This is an optimization exercise on Yosys and OpenROAD, whose aim is small area, not a production implementation. In this exercise RTL edits were held to simulation tests only and were not proved equivalent to the original. Power is estimated from default activity; no workload was simulated.

==> flow/design.v <==
module Snake404
(
input [1:0] KEY ,  
input clockInp,  
input reset,  
output [47:0] HEX,  
output [9:0] LED  
);
function [2:0] jinc; input [2:0] j; jinc = {j[1], j[0], ~j[2]}; endfunction
function [2:0] jdec; input [2:0] j; jdec = {~j[0], j[2], j[1]}; endfunction
function [5:0] step_pos;
    input [5:0] p;
    input [2:0] c;
    reg [2:0] cp, s;
    reg up, dn;  
    begin
        cp = p[2:0];
        s = cp; up = 1'b0; dn = 1'b0;
        if (c[2]) begin  
            if (cp == 3'd1) s = 3'd2;
            else if (cp == 3'd2) s = 3'd1;
            else if (cp == 3'd4) s = 3'd5;
            else if (cp == 3'd5) s = 3'd4;
            else if (cp == 3'd3) s = c[1] ? (c[0] ? 3'd1 : 3'd2) : (c[0] ? 3'd4 : 3'd5);
            else s = c[1] ? (c[0] ? 3'd2 : 3'd1) : (c[0] ? 3'd5 : 3'd4);  
        end
        else if (cp == 3'd0 || cp == 3'd3 || cp == 3'd6) begin
            up = !c[1]; dn = c[1];
        end
        else if (cp == 3'd1 || cp == 3'd2) begin
            s = c[0] ? (cp == 3'd1 ? 3'd0 : 3'd3) : (cp == 3'd1 ? 3'd3 : 3'd6);
            dn = c[1];
        end
        else begin  
            s = c[0] ? (cp == 3'd4 ? 3'd0 : 3'd3) : (cp == 3'd4 ? 3'd3 : 3'd6);
            up = !c[1];
        end
        step_pos[2:0] = s;
        step_pos[5:3] = up ? jinc(p[5:3]) : dn ? jdec(p[5:3]) : p[5:3];
    end
endfunction
function [2:0] cand_code;
    input [2:0] cp;
    input [2:0] k;
    reg [2:0] km1;
    begin
        km1 = k - 3'd1;
        if (cp == 3'd0 || cp == 3'd3 || cp == 3'd6)
            cand_code = k[2] ? {1'b0, k[0], 1'b0} : {1'b1, k[1:0]};
        else
            cand_code = (k == 3'd0) ? 3'b100 : {1'b0, km1[1:0]};
    end
endfunction
localparam [47:0] MSG_COOL = 48'b111111111000111010001000100010001000111111111111;
localparam [47:0] MSG_LOSE = 48'b100010011111111110001111100010001010001010000110;
reg [47:0] hq;       
reg [4:0] cnt;       
reg mclk;            
reg [3:0] nl;        
reg [4:0] c5;        
reg eg;              
reg pressed, applied;
reg [2:0] dhv;       
reg [5:0] apple;
reg [2:0] lc;        
reg [5:0] headpos;
reg [5:0] tail;
reg [4:0] ph;        
reg [4:0] kH;        
reg [4:0] kT;        
reg pT;              
reg [2:0] pend;      
reg [2:0] ring [0:29];
reg adv;             
reg [1:0] wst;       
reg [5:0] wpos;
reg [5:0] tf;        
reg [3:0] sf;        
integer i;
genvar g;
generate for (g = 0; g < 48; g = g + 1) begin : gh
    if (g % 8 == 7) begin : dot
        assign HEX[g] = 1'b1;
    end
    else begin : seg
        assign HEX[g] = hq[g];
    end
end endgenerate
wire ledu = c5[3] & !eg;                  
generate for (g = 0; g < 10; g = g + 1) begin : gl
    assign LED[g] = (nl > g);
end endgenerate
wire ph_h = (kH == 5'd0);
wire ph_t = (kT == 5'd0);
wire [2:0] code = ph_h ? pend : ring[29];
wire idle = (wst == 2'd0);
wire w_start = (wst == 2'd1) && ph_t;
wire [5:0] sx = idle ? headpos : wpos;    
wire [2:0] sc = idle ? dhv : code;
wire [5:0] sy = step_pos(sx, sc);
wire [5:0] np = sy;
wire [5:0] cin = sy;
wire [2:0] hj = headpos[5:3], cj = cin[5:3], hs = headpos[2:0], cs = cin[2:0];
wire e0 = (cj == hj), ep = (cj == jinc(hj)), em = (cj == jdec(hj));
wire [5:0] match;
generate for (g = 0; g < 6; g = g + 1) begin : mt
    wire [5:0] t = step_pos({3'b000, hs}, cand_code(hs, g));    
    assign match[g] = (cs == t[2:0]) && ((t[5:3] == 3'b000) ? e0 : (t[5:3] == 3'b001) ? ep : em);
end endgenerate
wire wrap = ledu ? (cnt[4] & cnt[2]) : (cnt[4] & cnt[1] & cnt[0]);    
wire keys_up = KEY[0] & KEY[1];
wire a1 = !wrap && applied;
wire take = !keys_up && !pressed && !a1;    
wire stp = wrap && mclk;
wire mv = !eg && c5[2];                   
wire egend = c5[4] & c5[2];               
wire typeA = (headpos[2:0] == 3'd0) || (headpos[2:0] == 3'd3) || (headpos[2:0] == 3'd6);
reg [2:0] nslot;
reg [1:0] rslot, lslot;
always @* begin
    if (typeA) begin
        nslot = dhv[2] ? {1'b0, dhv[1:0]} : {2'b10, dhv[1]};
        if (!dhv[2]) begin
            rslot = {dhv[1], 1'b0};
            lslot = {dhv[1], 1'b1};
        end
        else begin
            rslot = {1'b0, dhv[0]};
            lslot = {1'b1, dhv[0]};
        end
    end
    else begin
        nslot = dhv[2] ? 3'd0 : {1'b0, dhv[1:0]} + 3'd1;
        rslot = 2'd0;
        lslot = 2'd0;
    end
end
wire crash = tf[nslot] || (pT && np == 6'd0) || (sf[rslot] && sf[lslot]);
wire eat = (apple == np);
wire win = eat && (lc[1] && !lc[0]) && !(nl[3] && nl[1] && nl[0]);   
function [4:0] inc30; input [4:0] x; inc30 = (x == 5'd29) ? 5'd0 : x + 5'd1; endfunction
wire moved = stp && mv && !crash;             
wire [5:0] apple_n = (apple[2:0] == 3'd0) ? {~apple[5:3], 3'd6}
                                         : {~jinc(apple[5:3]), apple[2:0] - 3'd1};
wire [3:0] nl_n = (stp && !eg) ? ((mv && crash) ? 4'd0 : (ledu ? nl : nl + 4'd1)) : nl;
function [5:0] dig1h; input [2:0] j;
    dig1h = {j[2] & ~j[1], j[1] & ~j[0], j[2] & j[0], j[1] & ~j[2], ~j[1] & j[0], ~j[2] & ~j[0]};
endfunction
wire [5:0] dA = dig1h(apple[5:3]), dT = dig1h(tail[5:3]), dN = dig1h(np[5:3]);
wire [7:0] sA = 8'd1 << apple[2:0], sT = 8'd1 << tail[2:0], sN = 8'd1 << np[2:0];
localparam [47:0] APPLES = (48'd1 << 0) | (48'd1 << 3) | (48'd1 << 6) | (48'd1 << 10) | (48'd1 << 13) |
                           (48'd1 << 17) | (48'd1 << 20) | (48'd1 << 24) | (48'd1 << 27) | (48'd1 << 30) |
                           (48'd1 << 34) | (48'd1 << 37) | (48'd1 << 41) | (48'd1 << 44);
wire rst1 = reset || (stp && eg && egend);           
wire tk = stp && !eg && !reset;                       
wire mvt = tk && mv;                                   
wire lsx = mvt && crash;                               
wire wnx = mvt && !crash && win;                       
wire nmx = mvt && !crash && !win;                      
wire [3:0] f1 = {rst1 | lsx | wnx, rst1 | lsx, rst1 | wnx, rst1};    
wire [3:0] f0 = {1'b0, wnx, lsx, lsx | wnx};
wire [5:0] dAt = dA & {6{tk}}, dTn = dT & {6{nmx}}, dNn = dN & {6{nmx}};
wire [47:0] hn;
generate for (g = 0; g < 48; g = g + 1) begin : hb
    wire a = APPLES[g] & dAt[g/8] & sA[g%8];
    wire t = dTn[g/8] & sT[g%8];
    wire h = dNn[g/8] & sN[g%8];
    wire u = f1[{MSG_LOSE[g], MSG_COOL[g]}] | (~h & (t | (hq[g] & ~f0[{MSG_LOSE[g], MSG_COOL[g]}])));
    assign hn[g] = (a & ~hq[g]) | (~a & u);
end endgenerate
wire [5:0] tail_n = (reset || (stp && mv && crash)) ? 6'd0 :
                    (stp && mv && win) ? np :
                    (w_start && adv) ? sy : tail;
always @(posedge clockInp) begin
    wpos <= (!wst[1] && !(w_start && adv)) ? tail_n : sy;
    tail <= tail_n;
    tf <= w_start ? 6'd0 : (tf | (match & {6{wst[1]}}));
    pT <= w_start ? 1'b0 : (pT | (wst == 2'd3 && ph == 5'd0));
    sf <= w_start ? 4'd0 : (sf | (match[3:0] & {4{wst == 2'd3}}));
end
always @(posedge clockInp) begin
    hq <= hn;
    for (i = 1; i < 30; i = i + 1) ring[i] <= ring[i-1];
    ring[0] <= code;
    if (reset) begin
        ph <= 0;
        kH <= 0;
        kT <= 0;
        cnt <= 0;
        mclk <= 0;
        nl <= 0;
        c5 <= 0;
        eg <= 0;
        pressed <= 0;
        applied <= 0;
        dhv <= 0;
        apple <= 0;
        lc <= 0;
        headpos <= 0;
        adv <= 0;
        wst <= 2'd1;
    end
    else begin
        ph <= inc30(ph);
        kH <= moved ? kH : inc30(kH);
        if (stp && mv && (crash || win)) kT <= moved ? kH : inc30(kH);    
        else if (!(moved && !eat)) kT <= inc30(kT);                       
        pressed <= !keys_up && (pressed || !a1);
        applied <= a1 || take;
        if (take) dhv <= dhv[2] ? {1'b0, dhv[0] ^ KEY[0], dhv[0]} : {1'b1, dhv[1], dhv[1] ^ !KEY[0]};
        case (wst)
            2'd1: if (ph_t) begin
                adv <= 0;
                wst <= ph_h ? 2'd0 : 2'd2;
            end
            2'd2: wst <= ph_h ? 2'd0 : 2'd3;
            2'd3: wst <= ph_h ? 2'd0 : 2'd3;
            default: ;
        endcase
        cnt <= wrap ? {1'b0, nl_n} : cnt + 5'd1;
        nl <= nl_n;
        if (wrap) mclk <= ~mclk;
        if (stp) begin
            if (eg) begin
                c5 <= egend ? 5'd0 : c5 + 5'd1;
                if (egend) eg <= 0;
            end
            else begin
                c5 <= {2'b01, mv ? 3'd0 : c5[2:0] + 3'd1};
                if (mv) begin
                    wst <= 2'd1;
                    if (crash) begin
                        eg <= 1;
                        apple <= 0;
                        lc <= 0;
                        c5 <= 0;
                        headpos <= 0;
                        adv <= 0;
                    end
                    else begin
                        headpos <= np;
                        pend <= dhv;
                        if (eat) begin
                            apple <= apple_n;
                            lc <= {lc[1], lc[0], ~lc[2]};    
                        end
                        if (win) begin
                            lc <= 0;
                            c5 <= 0;
                            eg <= 1;
                            adv <= 0;
                        end
                        else if (eat) adv <= 0;
                        else begin
                            adv <= 1;
                        end
                    end
                end
            end
        end
    end
end
endmodule
export LEC_CHECK = 0
export CAP_MARGIN = 20
export CORE_MARGIN = 2
export CORE_UTILIZATION = 70
export SLEW_MARGIN = 20
create_clock -name core_clock -period 100.0 [get_ports {clockInp}]
standard.sh (not shown) runs the stock make flow with config.mk's settings and CLKGATE_MAP_FILE= SYNTH_SCRIPT=/design/flow/synth_recipe.tcl, a recipe that flattens the netlist after the stock synthesis.
==> flow/flow/run.sh <==
#!/bin/bash
# Own layout flow: the standard flow (standard.sh) with three changes.
#  1. Synthesis is the standard flow's own synthesis script, except that ABC maps the logic with the
#     area-oriented script flow/area.abc and Yosys does not extract half/full adders first.
#     (&deepsyn, stopped after 200 steps without improvement, then area-oriented mapping.)
#     Registers are inferred and mapped exactly as in the standard synthesis (ABC only sees
#     the logic between them), so they keep their names and cell types.
#  2. Ports are buffered with the smallest buffer cell.
#  3. Clock tree synthesis uses clkbuf_8 buffers, clusters of at most 16 flip-flops and no dummy
#     loads (the standard settings build the tree from clkbuf_16 cells).
# Each tool's output goes to a log file in this folder (synth.log, layout.log) and ORFS's own
# logs under orfs/logs.
set -euo pipefail
W=$(pwd)
RES="$W/orfs/results/$FLOW_PLATFORM/Snake404/base"
ABC="$W/flow/area.abc"

# synth_recipe.tcl, with Yosys's abc command redirected to our script
{
  cat <<EOF
proc abc {args} {
  set out {}
  set skip 0
  foreach a \$args {
    if {\$skip} { set skip 0; continue }
    if {\$a eq "-script"} { set skip 1; continue }
    lappend out \$a
  }
  yosys abc -script $ABC {*}\$out
}
EOF
  cat "$W/synth_recipe.tcl"
} > "$W/own_synth.tcl"

make -C "$FLOW_HOME" DESIGN_CONFIG="$W/config.mk" WORK_HOME="$W/orfs" CLKGATE_MAP_FILE= \
  SYNTH_SCRIPT="$W/own_synth.tcl" ADDER_MAP_FILE= "$RES/1_2_yosys.v" > "$W/synth.log" 2>&1

CTS="-sink_clustering_enable -sink_clustering_size 16 -sink_clustering_max_diameter 60"
CTS="$CTS -buf_list sky130_fd_sc_hd__clkbuf_8 -root_buf sky130_fd_sc_hd__clkbuf_8 -dont_use_dummy_load -repair_clock_nets"
bash "$W/standard.sh" "BUFFER_PORTS_ARGS=-buffer_cell sky130_fd_sc_hd__buf_1" "CTS_ARGS=$CTS" finish \
  > "$W/layout.log" 2>&1
==> flow/flow/area.abc <==
strash; &get -n; &deepsyn -J 200 -T 1500; &put; &get -n; &dch -f; &nf -a -R 1000; &put; topo; dnsize -c
Next try:
--- a/flow/design.v
+++ b/flow/design.v
@@ -41,15 +41,13 @@
 endfunction
 function [2:0] cand_code;
     input [2:0] cp;
     input [2:0] k;
-    reg [2:0] km1;
     begin
-        km1 = k - 3'd1;
         if (cp == 3'd0 || cp == 3'd3 || cp == 3'd6)
             cand_code = k[2] ? {1'b0, k[0], 1'b0} : {1'b1, k[1:0]};
         else
-            cand_code = (k == 3'd0) ? 3'b100 : {1'b0, km1[1:0]};
+            cand_code = (k == 3'd0) ? 3'b100 : {1'b0, 2'(k - 3'd1)};
     end
 endfunction
 localparam [47:0] MSG_COOL = 48'b111111111000111010001000100010001000111111111111;
 localparam [47:0] MSG_LOSE = 48'b100010011111111110001111100010001010001010000110;
@@ -107,11 +105,8 @@
     wire [5:0] t = step_pos({3'b000, hs}, cand_code(hs, g));    
     assign match[g] = (cs == t[2:0]) && ((t[5:3] == 3'b000) ? e0 : (t[5:3] == 3'b001) ? ep : em);
 end endgenerate
 wire wrap = ledu ? (cnt[4] & cnt[2]) : (cnt[4] & cnt[1] & cnt[0]);    
-wire keys_up = KEY[0] & KEY[1];
-wire a1 = !wrap && applied;
-wire take = !keys_up && !pressed && !a1;    
 wire stp = wrap && mclk;
 wire mv = !eg && c5[2];                   
 wire egend = c5[4] & c5[2];               
 wire typeA = (headpos[2:0] == 3'd0) || (headpos[2:0] == 3'd3) || (headpos[2:0] == 3'd6);
@@ -204,11 +199,25 @@
         ph <= inc30(ph);
         kH <= moved ? kH : inc30(kH);
         if (stp && mv && (crash || win)) kT <= moved ? kH : inc30(kH);    
         else if (!(moved && !eat)) kT <= inc30(kT);                       
-        pressed <= !keys_up && (pressed || !a1);
-        applied <= a1 || take;
-        if (take) dhv <= dhv[2] ? {1'b0, dhv[0] ^ KEY[0], dhv[0]} : {1'b1, dhv[1], dhv[1] ^ !KEY[0]};
+        begin : btn
+            reg a1, p1;
+            a1 = wrap ? 1'b0 : applied;
+            p1 = (KEY == 2'b11) ? 1'b0 : pressed;
+            if (!KEY[0] && !p1 && !a1) begin
+                p1 = 1; a1 = 1;
+                if (!dhv[2]) dhv <= {1'b1, dhv[1], ~dhv[1]};
+                else dhv <= {1'b0, dhv[0], dhv[0]};
+            end
+            else if (!KEY[1] && !p1 && !a1) begin
+                p1 = 1; a1 = 1;
+                if (!dhv[2]) dhv <= {1'b1, dhv[1], dhv[1]};
+                else dhv <= {1'b0, ~dhv[0], dhv[0]};
+            end
+            pressed <= p1;
+            applied <= a1;
+        end
         case (wst)
             2'd1: if (ph_t) begin
                 adv <= 0;
                 wst <= ph_h ? 2'd0 : 2'd2;
Outcome: Final area came out higher slightly; setup slack is better by 0.35 ns; final cell count came out higher slightly; count of clock-buffer cells in the layout is unchanged; via count came out higher slightly; global-route usage came out lower by 0.83 points; flip-flop and latch count does not change; first-iteration DRC count came out lower slightly; routed wire length came out lower slightly; hold slack is better by 0.031 ns; total power came out lower by a few percent; non-clock buffer count came out higher by 1.

==> re-timing with driven ports <==
How much do the figures lean on ideal ports? The routed layouts below were timed once more, with nothing changed but the port constraints.
Step 1, drivers: a clkbuf_16 drives clockInp and a buf_2 each remaining input, both assumed.
Step 2 times the ports against the registers' clock, not the clock port: input delays grow and output delays shrink by t, the midpoint of the rising clock arrivals with the driver on.
Slacks: no drivers / after step 1 / after step 2; pairs: no drivers / after step 1.
run | t, ns | slack for setup (ns) | slew at the worst register clock pin (ns) | worst slew at a driven data input, ns | cell pins on the clock port's net
the first run | 0.509 | 77.310 / 77.323 / 76.814 | 0.11 / 0.11 | 0.03 | 1
the second run | 0.512 | 77.658 / 77.674 / 77.162 | 0.11 / 0.11 | 0.03 | 1
After both steps setup and hold are still met in every run listed.
